From an optimization exercise on the open Yosys and OpenROAD flow, aimed at small area; shortcuts taken in it are not production practice. The RTL was checked by simulation tests, not by an equivalence proof against the original design. Power is estimated from default activity; no workload was simulated.

Setup of trial 32:
## alu
module alu(clk, rst, d1, d2, op, dout);
    input clk, rst;
    input [3:0] op;
    input [31:0] d1;
    input [31:0] d2;
    output reg [31:0] dout;
    wire is_add  = (op == 4'd0);
    wire is_sub  = (op == 4'd1);
    wire is_and  = (op == 4'd2);
    wire is_or   = (op == 4'd3);
    wire is_xor  = (op == 4'd4);
    wire is_srl  = (op == 4'd5);
    wire is_sll  = (op == 4'd6);
    wire is_slt  = (op == 4'd7);
    wire is_sra  = (op == 4'd8);
    wire is_sltu = (op == 4'd9);
    wire hold    = op[3] & (op[2] | op[1]);
    wire nr      = ~rst;
    genvar i;
    wire        sub = is_sub | is_slt | is_sltu;
    wire [31:0] bx  = d2 ^ {32{sub}};
    wire [31:0] pp  = d1 ^ bx;
    wire [31:0] gg  = d1 & bx;
    wire [32:0] pg0 = {pp, 1'b0};
    wire [32:0] gg0 = {gg, sub};
    wire G0_1 = gg0[1] | (pg0[1] & gg0[0]);
    wire P0_1 = pg0[1] & pg0[0];
    wire G0_3 = gg0[3] | (pg0[3] & gg0[2]);
    wire P0_3 = pg0[3] & pg0[2];
    wire G0_5 = gg0[5] | (pg0[5] & gg0[4]);
    wire P0_5 = pg0[5] & pg0[4];
    wire G0_7 = gg0[7] | (pg0[7] & gg0[6]);
    wire P0_7 = pg0[7] & pg0[6];
    wire G0_9 = gg0[9] | (pg0[9] & gg0[8]);
    wire P0_9 = pg0[9] & pg0[8];
    wire G0_11 = gg0[11] | (pg0[11] & gg0[10]);
    wire P0_11 = pg0[11] & pg0[10];
    wire G0_13 = gg0[13] | (pg0[13] & gg0[12]);
    wire P0_13 = pg0[13] & pg0[12];
    wire G0_15 = gg0[15] | (pg0[15] & gg0[14]);
    wire P0_15 = pg0[15] & pg0[14];
    wire G0_17 = gg0[17] | (pg0[17] & gg0[16]);
    wire P0_17 = pg0[17] & pg0[16];
    wire G0_19 = gg0[19] | (pg0[19] & gg0[18]);
    wire P0_19 = pg0[19] & pg0[18];
    wire G0_21 = gg0[21] | (pg0[21] & gg0[20]);
    wire P0_21 = pg0[21] & pg0[20];
    wire G0_23 = gg0[23] | (pg0[23] & gg0[22]);
    wire P0_23 = pg0[23] & pg0[22];
    wire G0_25 = gg0[25] | (pg0[25] & gg0[24]);
    wire P0_25 = pg0[25] & pg0[24];
    wire G0_27 = gg0[27] | (pg0[27] & gg0[26]);
    wire P0_27 = pg0[27] & pg0[26];
    wire G0_29 = gg0[29] | (pg0[29] & gg0[28]);
    wire P0_29 = pg0[29] & pg0[28];
    wire G0_31 = gg0[31] | (pg0[31] & gg0[30]);
    wire P0_31 = pg0[31] & pg0[30];
    wire G1_3 = G0_3 | (P0_3 & G0_1);
    wire P1_3 = P0_3 & P0_1;
    wire G1_7 = G0_7 | (P0_7 & G0_5);
    wire P1_7 = P0_7 & P0_5;
    wire G1_11 = G0_11 | (P0_11 & G0_9);
    wire P1_11 = P0_11 & P0_9;
    wire G1_15 = G0_15 | (P0_15 & G0_13);
  ...
==> flow/config.mk <==
export PLATFORM = sky130hd
export DESIGN_NAME = alu
export DESIGN_NICKNAME = alu
export VERILOG_FILES = /design/flow/design.v
export SDC_FILE = /design/flow/constraint.sdc
export NUM_CORES = 4
export LEC_CHECK = 0
export CAP_MARGIN = 20
export CORE_MARGIN = 2
export CORE_UTILIZATION = 40
export SLEW_MARGIN = 20
==> flow/constraint.sdc <==
create_clock -name core_clock -period 5.0 [get_ports {clk}]
set_input_delay 1.0000 -clock core_clock [delete_from_list [all_inputs] [get_ports {clk}]]
set_output_delay 1.0000 -clock core_clock [all_outputs]
set_load 0.01 [all_outputs]
standard.sh (not shown) runs the stock make flow with config.mk's settings and CLKGATE_MAP_FILE= SYNTH_SCRIPT=/design/flow/synth_recipe.tcl, a recipe that flattens the netlist after the stock synthesis.
==> flow/flow/run.sh <==
#!/bin/bash
# Own layout flow: the standard ORFS flow (standard.sh), with
#  - ORFS's synthesis run unchanged except that ABC maps with an area script
#    (flow/abc_area.script, hooked in by flow/abc_hook.tcl) in place of the
#    delay-oriented one;
#  - the extra make settings in flow/make_args.txt (one per line): ports
#    buffered with sky130_fd_sc_hd__buf_1, clock tree built from clkbuf_8
#    without dummy loads, and ORFS's power recovery (gate downsizing) after
#    global routing.
# The tools' logs are ORFS's own, under orfs/logs; make's output is flow.log.
set -euo pipefail
W=$PWD
export AREA_ABC_SCRIPT=$W/flow/abc_area.script
{ head -n 1 synth_recipe.tcl; echo "source $W/flow/abc_hook.tcl"; tail -n +2 synth_recipe.tcl; } > synth_area.tcl
EXTRA=()
if [[ -f flow/make_args.txt ]]; then mapfile -t EXTRA < flow/make_args.txt; fi
bash standard.sh SYNTH_SCRIPT=$W/synth_area.tcl "${EXTRA[@]}" finish > flow.log 2>&1
==> flow/flow/abc_area.script <==
&get -n
&st
&synch2
&nf -R 1000 -p
&put
topo
stime -c
buffer -c
upsize -c
dnsize -c
==> flow/flow/abc_hook.tcl <==
# Run ABC with an area-oriented script instead of ORFS's delay-oriented one.
# Everything else in ORFS's synthesis is left as it is.
proc abc {args} {
  set i [lsearch -exact $args -script]
  if { $i >= 0 } {
    set args [lreplace $args [expr {$i + 1}] [expr {$i + 1}] $::env(AREA_ABC_SCRIPT)]
  }
  set j [lsearch -exact $args -D]
  if { $j >= 0 } {
    set args [lreplace $args $j [expr {$j + 1}]]
  }
  yosys abc {*}$args
}
==> flow/flow/make_args.txt <==
BUFFER_PORTS_ARGS=-buffer_cell sky130_fd_sc_hd__buf_1
CTS_ARGS=-sink_clustering_enable -repair_clock_nets -dont_use_dummy_load -buf_list sky130_fd_sc_hd__clkbuf_8
RECOVER_POWER=100
Both conditions hold for trial 32: the flow ran to the end and the final layout passed the timing, design-rule and antenna checks.
For trial 28, these inputs were changed with respect to trial 32:
# trial 32
export LEC_CHECK = 0
export CAP_MARGIN = 20
export CORE_MARGIN = 2
export CORE_UTILIZATION = 40
export SLEW_MARGIN = 20
create_clock -name core_clock -period 5.0 [get_ports {clk}]
# trial 28
export LEC_CHECK = 0
export CAP_MARGIN = 20
export CORE_MARGIN = 2
export CORE_UTILIZATION = 40
export GPL_ROUTABILITY_DRIVEN = 0
export PLACE_DENSITY = 0.8
export SLEW_MARGIN = 20
create_clock -name core_clock -period 5.0 [get_ports {clk}]
==> flow/flow/abc_area.script <==
&get -n
&st
&synch2
&nf -R 1000 -p -F 8 -A 4
&put
topo
stime -c
buffer -c
upsize -c
dnsize -c
-- flow/flow/make_args.txt --
<<< trial 32, line 3
RECOVER_POWER=100
>>> trial 28, line 3
RECOVER_POWER=100
MATCH_CELL_FOOTPRINT=0
Notes after the runs:
Diff trial 32 -> trial 28: share of power burned in combinational logic fell by 1.2 points, global router's overall resource usage down 4.7 points, XOR/XNOR share of the synthesized area essentially unchanged, area share of and/or/nand/nor cells after synthesis down 0.90 points, summed area of non-filler cells in the final layout went down.

-- static timing again, ports no longer ideal --
How much do the figures lean on ideal ports? The routed layouts below were timed once more, with nothing changed but the port constraints. Step 1 assumes that a clkbuf_16 drives the clock port and a buf_2 every other input. Step 2 times the ports against the registers' clock, not the clock port: input delays grow and output delays shrink by t, the midpoint of the rising clock arrivals with the driver on. Three values: no drivers, after step 1, after step 2; two values: the first two.
run	shift t [ns]	setup WS [ns]	cell pins on the clock port's net
trial 32	0.323	0.450 / 0.461 / 0.138	1
trial 28	0.326	0.417 / 0.430 / 0.104	1
After both steps every run listed still meets setup and hold. For trial 28, which loses most, drivers alone change the setup slack by +0.013 ns; drivers and shift together by -0.313 ns.
